Context: an optimization exercise on an open-source flow, tuned for small area. The choices shown serve that exercise and are no tape-out recipe. Function was checked by simulation only, so behaviour that the tests miss may differ from the original. The clock port is modelled as an ideal driver; clocking choices that lean on that would not hold on a real chip. Power is estimated from default activity; no workload was simulated.

[design.v]
module ROPDetector (
	input iClk,
	input iRsn,
	input [31:0] iTRAMPOLINE_START,
	input [31:0] iTRAMPOLINE_END,
	input iFifo_Empty,
	input [31:0] iFifo_Data,
	output reg oFifo_RdEn,
	output reg oRopDetect
);
reg        decodeEn;
reg  [4:0] sp;                   
reg  [5:0] stk [0:19];           
integer i, k;
wire       in_win;
wire [9:0] d;
ROPDetector_decode u_dec (
	.data(iFifo_Data),
	.t_start(iTRAMPOLINE_START),
	.t_end(iTRAMPOLINE_END),
	.in_win(in_win),
	.d(d)
);
wire       z      = (d[2:0] == 3'd0);    
wire       q6     = d[9];
wire [5:0] x      = d[8:3];
wire       xall   = &x;
wire [6:0] u      = q6 ? {1'b0, ~x} : ({1'b0, x} + 7'd1);
wire jump = !in_win || (q6 && xall);
wire call = !jump && (z ^ q6) && !(!q6 && xall);
wire ret  = !jump && !call;
reg  [5:0] last;
always @* begin
	last = 6'd0;
	for (k = 0; k < 20; k = k + 1)
		last = last | (stk[k] & {6{sp == k + 1}});
end
wire match = !u[6] && (last == u[5:0]);
always @(posedge iClk or negedge iRsn) begin
	if (!iRsn) begin
		oFifo_RdEn <= 1'b0;
		oRopDetect <= 1'b0;
		decodeEn   <= 1'b0;
		sp         <= 5'd0;
		for (i = 0; i < 20; i = i + 1)
			stk[i] <= 6'd0;
	end else begin
		oFifo_RdEn <= !iFifo_Empty;
		decodeEn   <= oFifo_RdEn;
		oRopDetect <= decodeEn && ret && !match;
		if (decodeEn && call) begin
			sp <= sp + 5'd1;
			for (i = 0; i < 20; i = i + 1)
				if (sp == i) stk[i] <= u[5:0];
		end else if (decodeEn && ret) begin
			sp <= sp - 5'd1;
		end
	end
end
endmodule
module ROPDetector_decode (
	input  [31:0] data,
	input  [31:0] t_start,
	input  [31:0] t_end,
	output        in_win,
	output [9:0]  d
);
integer j;
reg [32:0] bw;                   
always @* begin
	bw[0] = 1'b0;
	for (j = 0; j < 32; j = j + 1)
		bw[j+1] = (t_start[j] & ~data[j]) | ((t_start[j] | ~data[j]) & bw[j]);
end
assign in_win = !bw[32] && geq(t_end, data);
assign d      = data[9:0] ^ t_start[9:0] ^ bw[9:0];
function geq;
	input [31:0] a;
	input [31:0] b;
	integer k;
	reg c;
	begin
		c = 1'b1;
		for (k = 0; k < 32; k = k + 1)
			c = (a[k] & ~b[k]) | ((a[k] | ~b[k]) & c);
		geq = c;
	end
endfunction
endmodule
[flow/run.sh]
#!/bin/bash
set -euo pipefail
W=$PWD
{
  echo "proc abc {args} {"
  echo "  set i [lsearch -exact \$args -script]"
  echo "  if {\$i >= 0} { set args [lreplace \$args [expr {\$i + 1}] [expr {\$i + 1}] $W/flow/area.abc] }"
  echo "  set j [lsearch -exact \$args -script]"
  echo "  set dargs [lreplace \$args [expr {\$j + 1}] [expr {\$j + 1}] $W/flow/decode.abc]"
  echo "  yosys abc {*}\$args ROPDetector"
  echo "  yosys abc {*}\$dargs ROPDetector_decode"
  echo "}"
  cat synth_recipe.tcl
} > flow_synth.tcl
EXTRA="ADDER_MAP_FILE= SYNTH_KEEP_MODULES=ROPDetector_decode 'BUFFER_PORTS_ARGS=-buffer_cell sky130_fd_sc_hd__buf_1'"
if [[ -f flow/cts_args ]]; then
  EXTRA="$EXTRA 'CTS_ARGS=$(cat flow/cts_args)'"
fi
EXTRA="$EXTRA POST_CTS_TCL=$W/flow/post_cts.tcl"
sed -e "s#SYNTH_SCRIPT=[^ ]*#SYNTH_SCRIPT=$W/flow_synth.tcl $EXTRA#" standard.sh > flow_standard.sh
bash flow_standard.sh finish > flow_make.log 2>&1
[flow/area.abc]
strash
&get -n
&fraig -x
&put
strash
&get -n
&st
&dch -f
&nf -p -R 1000 -F 8 -A 8 -C 32
&put
strash
&get -n
&st
&dch -f
&nf -p -R 1000 -F 8 -A 8 -C 32
&put
strash
&get -n
&st
&dch -f
&nf -p -R 1000 -F 8 -A 8 -C 32
&put
strash
&get -n
&st
&dch -f
&nf -p -R 1000 -F 8 -A 8 -C 32
&put
strash
&get -n
&st
&dch -f
&nf -p -R 1000 -F 8 -A 8 -C 32
&put
strash
&get -n
&st
&dch -f
&nf -p -R 1000 -F 8 -A 8 -C 32
&put
strash
&get -n
&st
&dch -f
&nf -p -R 1000 -F 8 -A 8 -C 32
&put
strash
&get -n
&st
&dch -f
&nf -p -R 1000 -F 8 -A 8 -C 32
&put
topo
[flow/cts_args]
-sink_clustering_enable -repair_clock_nets -buf_list {sky130_fd_sc_hd__clkbuf_4} -dont_use_dummy_load
[flow/decode.abc]
strash
&get -n
&fraig -x
&put
strash
&get -n
&st
&synch2
&dch -f
&nf -p -R 1000 -F 8 -A 8 -C 32
&put
strash
&get -n
&st
&dch -f
&nf -p -R 1000 -F 8 -A 8 -C 32
&put
strash
&get -n
&st
&dch -f
&nf -p -R 1000 -F 8 -A 8 -C 32
&put
topo
[flow/post_cts.tcl]
estimate_parasitics -placement
set changed 0
foreach inst [get_cells -quiet *] {
  set ref [get_property $inst ref_name]
  if {$ref ne "sky130_fd_sc_hd__clkbuf_4" && $ref ne "sky130_fd_sc_hd__clkbuf_2"} { continue }
  set pin [get_pins -quiet [get_full_name $inst]/X]
  if {$pin eq ""} { continue }
  set s 0
  foreach e {rise fall} { set v [get_property $pin slew_max_$e]; if {$v > $s} { set s $v } }
  if {$s > 0.10} {
    replace_cell $inst sky130_fd_sc_hd__clkbuf_8
    incr changed
  }
}
puts "post_cts: upsized $changed clock buffers"
estimate_parasitics -placement
detailed_placement
check_placement -verbose
[standard.sh]
#!/bin/bash
# synth_recipe.tcl (not shown) runs the flow's synth.tcl, then flattens the netlist and writes it again
# the make line also repeats each setting of config.mk as NAME=value (left out here)
make -C /OpenROAD-flow-scripts/flow DESIGN_CONFIG=/design/flow/config.mk WORK_HOME=/design/flow/orfs CLKGATE_MAP_FILE= SYNTH_SCRIPT=/design/flow/synth_recipe.tcl "${@:-finish}"
[config.mk]
export PLATFORM = sky130hd
export DESIGN_NAME = ROPDetector
export DESIGN_NICKNAME = ROPDetector
export VERILOG_FILES = /design/flow/design.v
export SDC_FILE = /design/flow/constraint.sdc
export NUM_CORES = 4
export LEC_CHECK = 0
export CAP_MARGIN = 20
export CORE_MARGIN = 2
export CORE_UTILIZATION = 55
export GPL_TIMING_DRIVEN = 0
export SLEW_MARGIN = 20
[constraint.sdc]
create_clock -name core_clock -period 12.0 [get_ports {iClk}]
set_input_delay 2.4000 -clock core_clock [delete_from_list [all_inputs] [get_ports {iClk}]]
set_output_delay 2.4000 -clock core_clock [all_outputs]
set_load 0.01 [all_outputs]
==> results of run 1 <==
[kinds of logic (layout without fill, tap and decap cells)]
| kind of cell | Yosys count | count (layout) | share of synthesized area, % |
|---|---|---|---|
| AO/OA/AOI/OAI | 255 | 255 | 25.6 |
| AND/OR/NAND/NOR | 214 | 214 | 14.3 |
| flip-flops | 128 | 128 | 50.9 |
| buffers and inverters | 44 | 172 | 2.62 |
| XOR/XNOR | 28 | 28 | 3.90 |
| adder cells (fa/ha/maj) | 11 | 11 | 1.75 |
| multiplexers | 6 | 6 | 0.955 |
[synth_stat cells, drive strengths merged, types with 2 or more instances]
master | instances | share of area [%]
a22oi | 17 | 2.0
a222oi | 28 | 4.5
o21ai | 45 | 3.6
a21o | 3 | 0.36
o221ai | 3 | 0.42
o2bb2ai | 8 | 1.1
o21a | 2 | 0.24
nand4 | 5 | 0.50
a221oi | 12 | 1.7
nor4 | 2 | 0.20
nand3 | 9 | 0.72
xor2 | 14 | 1.9
o22ai | 18 | 1.8
clkinv | 44 | 2.6
nand2 | 55 | 3.3
nor3 | 19 | 1.5
xnor2 | 14 | 1.9
maj3 | 11 | 1.7
or3 | 3 | 0.30
a22o | 2 | 0.28
mux2i | 6 | 0.95
nand2b | 2 | 0.20
a211oi | 2 | 0.24
nor3b | 2 | 0.24
and2 | 2 | 0.20
a31oi | 2 | 0.20
nor2b | 2 | 0.20
dfrtp | 128 | 51
and3 | 4 | 0.40
a21oi | 109 | 8.7
nor2 | 108 | 6.4
[worst min-delay path by stage]
stage,depth (start not counted),slack [ns],start,endpoint
finish,0,0.38,oFifo_RdEn,decodeEn
floorplan,0,0.42,oFifo_RdEn,decodeEn
global route,0,0.39,oFifo_RdEn,decodeEn
detailed placement,0,0.36,oFifo_RdEn,decodeEn
global placement,0,0.36,oFifo_RdEn,decodeEn
[per-layer routing]
layer	global-route usage, %	vias to the layer above	share of wire, %	wire length (um)
li1	-	2790	-	-
met3	6.45	22	7.4	1230
met1	41.0	2769	45	7500
met5	0	-	0	0
met2	44.8	215	46	7750
met4	6.42	0	1.7	282
[stage by stage]
step | hold slack, ns | worst slack [ns]
2_1_floorplan | 0.416 | 1.96
3_3_place_gp | 0.362 | 0.467
3_5_place_dp | 0.361 | 0.419
5_1_grt | 0.388 | 0.0803
6_report | 0.376 | 0.810
[critical path, delay by kind of cell]
kind | cells | cell delay (ns)
fa+ha+maj | 9 | 3.51
simple gates | 8 | 2.50
compound gates | 19 | 2.93
buf+inv | 1 | 0.09
[layout by cell type (no fill, tap or decap), drive strengths merged, types with 3 or more instances in the layout]
cell	Yosys	layout
o22ai	18	18
maj3	11	11
and3	4	4
dfrtp	128	128
a221oi	12	12
o2bb2ai	8	8
a222oi	28	28
o21ai	45	45
nand3	9	9
or3	3	3
o221ai	3	3
nor2	108	108
clkbuf	0	17
a21oi	109	109
a21o	3	3
a22oi	17	17
xnor2	14	14
xor2	14	14
nand4	5	5
buf	0	111
nand2	55	55
clkinv	44	44
nor3	19	19
mux2i	6	6
[power by group]
part           switching (mW)  internal, mW  total, mW
Sequential             0.0982         0.575      0.673
Combinational           0.286         0.168      0.454
Clock                   0.133        0.0834      0.216
Total                   0.518         0.826       1.34
[sequential cells by signal (all words and copies together), names as in the netlist]
register,cells
oRopDetect,1
oFifo_RdEn,1
sp,5
stk,120
decodeEn,1
[per-module statistics from Yosys (local to each module, per instance)]
module	copies in the design	area [um2]
ROPDetector_decode	1	937
ROPDetector	1	5360
[area by class of cell]
type / count / area [um2]
sequential: 128 / 3200
timing repair buffer: 111 / 568
fill: 1003 / 3990
tap: 143 / 179
multi-input combinational: 514 / 3010
clock buffer: 17 / 159
inverter: 44 / 165
==> results_dict.tcl, run 1 <==
set metrics [dict create \
    drive_gt1_share_pct 5.53 \
    relSlewSlack_pct 27.1 \
    fp.dieW_um 111 \
    rsz0062_at_grt "no" \
    worst_pin_slew_ns 1.09 \
    endpoint_kind "flop" \
    synth-async-reset-ratio_pct 100 \
    total_power_mw 1.34 \
    cp_common_cell "maj3_1" \
    dr.pass1.iters 7 \
    fin_nets 915 \
    fin_crit_sh_pct 93.3 \
    rrSetupSlack_ns 8.82 \
    synth_area_mm2 0.00629 \
    crit_fanout 14 \
    num_vias 5796 \
    synth-seq-cells 128 \
    antenna_found_initial 0 \
    rows 39 \
    hold_class "flop to flop" \
    critical_path_class "input port to flop" \
    synth.distinct_cells 36 \
    synth_ff_type "dfrtp_1" \
    p_leak_nw 3.05 \
    die_h_um 111 \
    cap_violations 0 \
    core-area_mm2 0.0113 \
    fmax_mhz 89.4 \
    final_hold_viol_count 0 \
    ys_seq_area_share_pct 50.9 \
    grt_max_degree 30 \
    grt_pass1_vias 5509 \
    r2r-end "oRopDetect" \
    syn_area_per_cell_um2 9.17 \
    crit_required_ns 12.26 \
    slowest_delay_ns 0.98 \
    clock-skew-final_ns 0.0277 \
    pin_count 101 \
    clkSinkCount 128 \
    drc_errors 0 \
    synth-edff-count 0 \
    crit-reg2reg-launch "sp[4]" \
    area_growth_pct 15.8 \
    dp_hpwl_um 12500 \
    path_clk_slew_ns 0.09 \
    port_buffers 100 \
    drt_iter0_markers 668 \
    ant_nets 0 \
    grt_pass1_wl_um 27800 \
    postRouteWirelength_um 16800 \
    worstSkewPairLatency_ns 0.41 \
    fin_tns_setup_ns 0 \
    ir_drop_mv 0.138 \
    crit_start "iTRAMPOLINE_START[0]" \
    rr_worst_depth 11 \
    place_inst 940 \
    fin_area_mm2 0.00729 \
    routedWlPerCell_um 17.5 \
    diodes 0 \
    startpoint_type "input port" \
    crit_arrival_ns 11.45 \
    cts_tree "yes" \
    avgViaCountPerCell 6.06 \
    stdcell_count 957 \
    post_dp_cell_area_mm2 0.00711 \
    min_period_ns 11.19 \
    drv_slew 0 \
    cellPowerDensity_mw_per_mm2 184 \
    ys_warn_count 3 \
    start_util_pct 55.8 \
    slowest_stage "nor3_1" \
    netlist_instances 686 \
    globalplace.congestion 0.889 \
    synth_nets 785 \
    grt-ovfl-total 0 \
    outcome "no timing/DRC/antenna violations" \
    final_util_pct 64.6 \
    gr-usage-all-layers_pct 28.5 \
    fp.dieArea_mm2 0.0123 \
    setup_viol 0 \
    endpoint "stk[9][4]" \
]
==> run 2: changes to the inputs <==
--- a/config.mk
+++ b/config.mk
@@ -6,7 +6,6 @@
 export NUM_CORES = 4
 export LEC_CHECK = 0
-export CAP_MARGIN = 20
+export CAP_MARGIN = 5
 export CORE_MARGIN = 2
 export CORE_UTILIZATION = 55
-export GPL_TIMING_DRIVEN = 0
-export SLEW_MARGIN = 20
+export SLEW_MARGIN = 5
==> run 2 against run 1 <==
Effect of this change: first-iteration DRC count fell by 12%; worst setup slack improved by 0.56 ns; combinational power is 5.3% lower; global-route usage is 0.42 points higher; core utilization decreased by 1.2 points; sequential power is essentially flat; hold slack improved by 0.0083 ns; synthesized area is the same; total power shrank 2.3%; still clean; clock-buffer cell count stayed put.
==> results_dict.tcl, run 2 <==
set metrics [dict create \
    ir_drop_mv 0.141 \
    relSlewSlack_pct 27.7 \
    crit_fanout 14 \
    synth_area_mm2 0.00629 \
    comb_power_share_pct 32.8 \
    fin_area_mm2 0.00715 \
    startpoint_type "input port" \
    power_switching_mw 0.503 \
    synth_top_area_share_pct 50.9 \
    drive_gt1_share_pct 4.50 \
    die_h_um 111 \
    final_common_cell "dfrtp_1" \
    layout_setup_ws_ns 1.37 \
    avgViaCountPerCell 5.97 \
    port_buffers 100 \
    power.internal_mw 0.810 \
    slowest_stage "nor2_1" \
    diodes 0 \
    largest_reg_flops 120 \
    sw_frac_of_total_pct 38.3 \
    synth-edff-count 0 \
    rsz0062_at_grt "no" \
    fin_tns_setup_ns 0 \
    fp.dieW_um 111 \
    grt_pass1_wl_um 28200 \
    min_path_cells 0 \
    path_clk_slew_ns 0.07 \
    dp_slack_ns 0.990 \
    dp_hpwl_um 11900 \
    synth_ff_type "dfrtp_1" \
    final_hold_viol_count 0 \
    gr-usage-all-layers_pct 29.0 \
    post_dp_cell_area_mm2 0.00699 \
    synth_common_cells "128 x dfrtp_1, 109 x a21oi_1, 108 x nor2_1, 55 x nand2_1, 45 x o21ai_0" \
    rr_worst_depth 12 \
    pwr-share-seq_pct 51.4 \
    critical_path_class "input port to flop" \
    ys_warn_count 3 \
    hp-start "oFifo_RdEn" \
    ant_nets 0 \
    endpoint_kind "flop" \
    rows 39 \
    min_to "decodeEn" \
    clock-skew-final_ns 0.0313 \
    grt_max_degree 83 \
    antenna_found_initial 0 \
    core-area_mm2 0.0113 \
    grt-ovfl-total 0 \
    hold_class "flop to flop" \
    fin_nets 923 \
    netlist_instances 686 \
    rrSetupSlack_ns 8.88 \
    syn_area_per_cell_um2 9.17 \
    drt_iter0_markers 585 \
    drc_errors 0 \
    pin_count 101 \
    p_leak_nw 3.04 \
    dr.pass1.iters 9 \
    routedWlPerCell_um 17.3 \
    cap_violations 0 \
    cts_tree "yes" \
    num_vias 5758 \
    globalplace.congestion 0.889 \
    grt_pass1_vias 5742 \
    crit_required_ns 12.23 \
    pwr-share-clk_pct 15.8 \
    setup_viol 0 \
    layout_common_cells "128 x dfrtp_1, 109 x a21oi_1, 108 x nor2_1" \
    synth_top_area_cell "dfrtp_1" \
    synth-seq-cells 128 \
    cp_common_cell "maj3_1" \
    synth.distinct_cells 36 \
    area_growth_pct 13.6 \
    outcome "no timing/DRC/antenna violations" \
    largestRegisters "stk (120), sp (5)" \
    crit_arrival_ns 10.86 \
    synthTopCellsByArea "dfrtp_1 51%, a21oi_1 8.7%, nor2_1 6.4%" \
    crit-reg2reg-launch "sp[4]" \
    cellPowerDensity_mw_per_mm2 184 \
    worstSkewPairLatency_ns 0.41 \
    clkSinkCount 128 \
    min_period_ns 10.63 \
    top_register "stk" \
    fmax_mhz 94.1 \
    postRouteWirelength_um 16700 \
    r2r-end "oRopDetect" \
    drv_slew 0 \
    fp.dieArea_mm2 0.0123 \
    synth_nets 785 \
    synth-async-reset-ratio_pct 100 \
    fin_crit_sh_pct 88.6 \
    ys_seq_area_share_pct 50.9 \
    yosysMostFrequentCell "dfrtp_1" \
    slowest_delay_ns 0.53 \
    worst_pin_slew_ns 1.08 \
    start_util_pct 55.8 \
]
run 2: cell counts after synthesis:
No cell type changed its count.
run 2: cells by family (layout without fill, tap and decap cells):
| kind of cell | after synthesis | after routing | synth area share [%] |
|---|---|---|---|
| AOI/OAI and AO/OA | 255 | 255 | 25.6 |
| buffers and inverters | 44 | 180 | 2.62 |
| adders and majority gates | 11 | 11 | 1.75 |
| and+or+nand+nor | 214 | 214 | 14.3 |
| DFF | 128 | 128 | 50.9 |
| muxes | 6 | 6 | 0.955 |
| xor gates and xnor gates | 28 | 28 | 3.90 |
run 2: cell type report:
type	count	area, um2
clock buffers	17	146
fillers	1009	4130
inverters	44	165
multi-input cells	514	2920
flip-flops and latches	128	3200
well taps	143	179
repair buffers	119	528
run 2: per-module statistics from Yosys, one instance, submodules excluded:
module / copies in the design / cell area (um2)
ROPDetector: 1 / 5360
ROPDetector_decode: 1 / 937
run 2: stage by stage:
step           total power, mW  hold WS [ns]  std cells  utilization (%)
6_report                  1.31         0.384        965             63.4
2_1_floorplan            0.942         0.416        686                -
3_5_place_dp              1.11         0.371        948             62.0
5_1_grt                   1.41         0.391        965             63.4
3_3_place_gp              1.09         0.362        948             62.0
run 2: power by group through the flow:
stage	clock (mW)	sequential (mW)	combinational [mW]
2_1_floorplan	0	0.651	0.292
3_3_place_gp	0	0.675	0.415
3_5_place_dp	0	0.679	0.426
5_1_grt	0.229	0.693	0.486
6_report	0.208	0.675	0.430
run 2: per-layer routing:
| layer | global-route usage (%) | share of wire, % |
|---|---|---|
| met5 | 0 | 0 |
| met1 | 40.4 | 45 |
| met3 | 7.33 | 7.3 |
| met4 | 7.83 | 2.2 |
| met2 | 45.6 | 45 |
run 2: critical path: cells and delay by family:
family	cells	cell delay [ns]
buffers and inverters	1	0.09
adders and majority gates	9	3.49
and+or+nand+nor	9	2.18
AOI/OAI and AO/OA	19	2.68
run 2: worst max-delay path by stage:
stage	cells past startpoint	slack, ns	from	end
after global routing	38	0.58	iFifo_Data[1]	stk[7][0]
after global placement	38	1.27	iTRAMPOLINE_START[0]	stk[7][0]
after floorplan	37	1.96	iTRAMPOLINE_START[0]	stk[7][1]
after detailed placement	38	0.99	iTRAMPOLINE_START[0]	stk[7][0]
final	38	1.37	iTRAMPOLINE_START[0]	stk[7][0]
==> run 3: changes to the inputs <==
--- a/config.mk
+++ b/config.mk
@@ -6,6 +6,6 @@
 export NUM_CORES = 4
 export LEC_CHECK = 0
-export CAP_MARGIN = 5
+export CAP_MARGIN = 0
 export CORE_MARGIN = 2
 export CORE_UTILIZATION = 55
-export SLEW_MARGIN = 5
+export SLEW_MARGIN = 0
==> run 3 against run 2 <==
Effect of this change: die area stayed put; fmax unchanged; still clean on timing, DRC and antenna; routed wire length unchanged; highest routed layer unchanged; flip-flop and latch count did not move.
==> results_dict.tcl, run 3 <==
set metrics [dict create \
    outcome "no timing/DRC/antenna violations" \
    final_hold_viol_count 0 \
    top_register "stk" \
    port_buffers 100 \
    grt-ovfl-total 0 \
    synth.distinct_cells 36 \
    dr.pass1.iters 9 \
    ir_drop_mv 0.141 \
    cap_violations 0 \
    hold_class "flop to flop" \
    grt_max_degree 83 \
    synth_top_area_cell "dfrtp_1" \
    whs_ns 0.384 \
    crit_family "adder cells" \
    fmax_mhz 94.1 \
    synth_ff_type "dfrtp_1" \
    diodes 0 \
    drc_errors 0 \
    postRouteWirelength_um 16700 \
    p_leak_nw 3.04 \
    worst_pin_slew_ns 1.08 \
    largestRegisters "stk (120), sp (5)" \
    cellPowerDensity_mw_per_mm2 184 \
    rrSetupSlack_ns 8.88 \
    slowest_stage "nor2_1" \
    crit-reg2reg-launch "sp[4]" \
    dp_hpwl_um 11900 \
    rsz0062_at_grt "no" \
    worst-path-buf-inv 1 \
    largest_reg_flops 120 \
    routedWlPerCell_um 17.3 \
    ys_warn_count 3 \
    synth_area_mm2 0.00629 \
    start_util_pct 55.8 \
    avgViaCountPerCell 5.97 \
    fp.dieArea_mm2 0.0123 \
    clkSinkCount 128 \
    crit_required_ns 12.23 \
    fillCellCount 1009 \
    slowest_delay_ns 0.53 \
    crit_fanout 14 \
    core-area_mm2 0.0113 \
    crit_arrival_ns 10.86 \
    grt_use_met3_pct 7.33 \
    clock-skew-final_ns 0.0313 \
    busiest_layer "met2" \
    fin_tns_setup_ns 0 \
    yosysMostFrequentCell "dfrtp_1" \
    path_clk_slew_ns 0.07 \
    relSlewSlack_pct 27.7 \
    critical_path_class "input port to flop" \
    ant_nets 0 \
    die_h_um 111 \
    syn_area_per_cell_um2 9.17 \
    ys_seq_area_share_pct 50.9 \
    min_period_ns 10.63 \
    grtUsageMet2_pct 45.6 \
    synth-async-reset-ratio_pct 100 \
    grt_pass1_wl_um 28200 \
    r2r-end "oRopDetect" \
    rr_worst_depth 12 \
    globalplace.congestion 0.889 \
    drt_iter0_markers 585 \
    worstSkewPairLatency_ns 0.41 \
    gr-usage-all-layers_pct 29.0 \
    fin_nets 923 \
    cp_common_cell "maj3_1" \
    fin_crit_sh_pct 88.6 \
    fp.dieW_um 111 \
    drive_gt1_share_pct 4.50 \
    setup_viol 0 \
    startpoint_type "input port" \
    min_to "decodeEn" \
    grt_use_met1_pct 40.4 \
    rows 39 \
    hp-start "oFifo_RdEn" \
    layout_common_cells "128 x dfrtp_1, 109 x a21oi_1, 108 x nor2_1" \
    endpoint_kind "flop" \
    grt_pass1_vias 5742 \
    synth_nets 785 \
    num_vias 5758 \
    final_common_cell "dfrtp_1" \
    synth-seq-cells 128 \
    synth_common_cells "128 x dfrtp_1, 109 x a21oi_1, 108 x nor2_1, 55 x nand2_1, 45 x o21ai_0" \
    antenna_found_initial 0 \
    synth-edff-count 0 \
    netlist_instances 686 \
    drv_slew 0 \
    synth_top_area_share_pct 50.9 \
    cts_tree "yes" \
    pin_count 101 \
    synthTopCellsByArea "dfrtp_1 51%, a21oi_1 8.7%, nor2_1 6.4%" \
    area_growth_pct 13.6 \
    min_path_cells 0 \
]
[run 3: cell counts after synthesis]
Identical to the previous run, type by type.
[run 3: per-module statistics from Yosys (local to each module, per instance)]
| module | flip-flops and latches | cells | copies in the design | cell area (um2) |
|---|---|---|---|---|
| ROPDetector_decode | 0 | 149 | 1 | 937 |
| ROPDetector | 128 | 537 | 1 | 5360 |
[run 3: cell families (layout without fill, tap and decap cells)]
kind of cell / count (synthesis) / count (layout) / synth area share, %
multiplexers: 6 / 6 / 0.955
AND/OR/NAND/NOR: 214 / 214 / 14.3
buffers and inverters: 44 / 180 / 2.62
adder cells (fa/ha/maj): 11 / 11 / 1.75
XOR/XNOR: 28 / 28 / 3.90
flip-flops: 128 / 128 / 50.9
AO/OA/AOI/OAI: 255 / 255 / 25.6
[run 3: how the worst max path moves through the flow]
stage                                     from         to  slack, ns  cells after the start
after floorplan           iTRAMPOLINE_START[0]  stk[7][1]       1.96                     37
after global placement    iTRAMPOLINE_START[0]  stk[7][0]       1.27                     38
after detailed placement  iTRAMPOLINE_START[0]  stk[7][0]       0.99                     38
after global routing             iFifo_Data[1]  stk[7][0]       0.58                     38
final                     iTRAMPOLINE_START[0]  stk[7][0]       1.37                     38
[run 3: worst register-to-register path: stages (launching register included)]
cell	delay [ns]
dfrtp_1	0.56
nor2_1	0.08
nand2_1	0.21
nor3_1	0.07
buf_4	0.18
a222oi_1	0.42
nand2_1	0.08
a221oi_1	0.48
nand3_1	0.16
a221oi_1	0.27
xor2_1	0.18
a21oi_1	0.06
a31oi_1	0.27
[run 3: cell type report]
cell class              count  area, um2  share of cell area [%]
repair buffers            119        528                    7.39
well taps                 143        179                    2.50
multi-input cells         514       2920                    40.9
inverters                  44        165                    2.31
clock buffers              17        146                    2.05
flip-flops and latches    128       3200                    44.8
[run 3: per-stage QoR]
stage	cell area [um2]	util, %	setup WS, ns	instances	power, mW
3_3_place_gp	6990	62.0	1.27	948	1.09
3_5_place_dp	6990	62.0	0.990	948	1.11
2_1_floorplan	6290	-	1.96	686	0.942
6_report	7150	63.4	1.37	965	1.31
5_1_grt	7150	63.4	0.576	965	1.41
[run 3: power by group]
| part | internal (mW) | switching (mW) | total [mW] | leakage [nW] |
|---|---|---|---|---|
| Sequential | 0.575 | 0.100 | 0.675 | 1.71 |
| Clock | 0.0764 | 0.131 | 0.208 | 0.0860 |
| Combinational | 0.158 | 0.272 | 0.430 | 1.25 |
[run 3: layer usage]
layer  up-vias  part of all wire (%)  wire [um]
li1       2804                     -          -
met1      2716                    45       7570
met2       210                    45       7530
met3        28                   7.3       1220
met4         0                   2.2        365
met5         -                     0          0

separate check: timing with driven ports:
The flow's constraints put no driver on any port. The routed layouts listed below were extracted and timed again, unchanged, in two steps. Step 1 sets driving cells, clkbuf_16 on the clock port and buf_2 on the other inputs (assumed; they add their load-dependent delay and slew). Step 2 times the ports against the registers' clock, not the clock port: input delays grow and output delays shrink by t, the midpoint of the rising clock arrivals with the driver on. Slacks: no drivers / after step 1 / after step 2; pairs: no drivers / after step 1.
| run | t, ns | setup slack, ns | worst register clock-pin slew, ns |
|---|---|---|---|
| run 1 | 0.432 | 0.810 / 0.823 / 0.390 | 0.09 / 0.09 |
| run 2 | 0.432 | 1.373 / 1.385 / 0.952 | 0.10 / 0.10 |
| run 3 | 0.432 | 1.373 / 1.385 / 0.952 | 0.10 / 0.10 |
After both steps setup and hold are still met in every run listed.
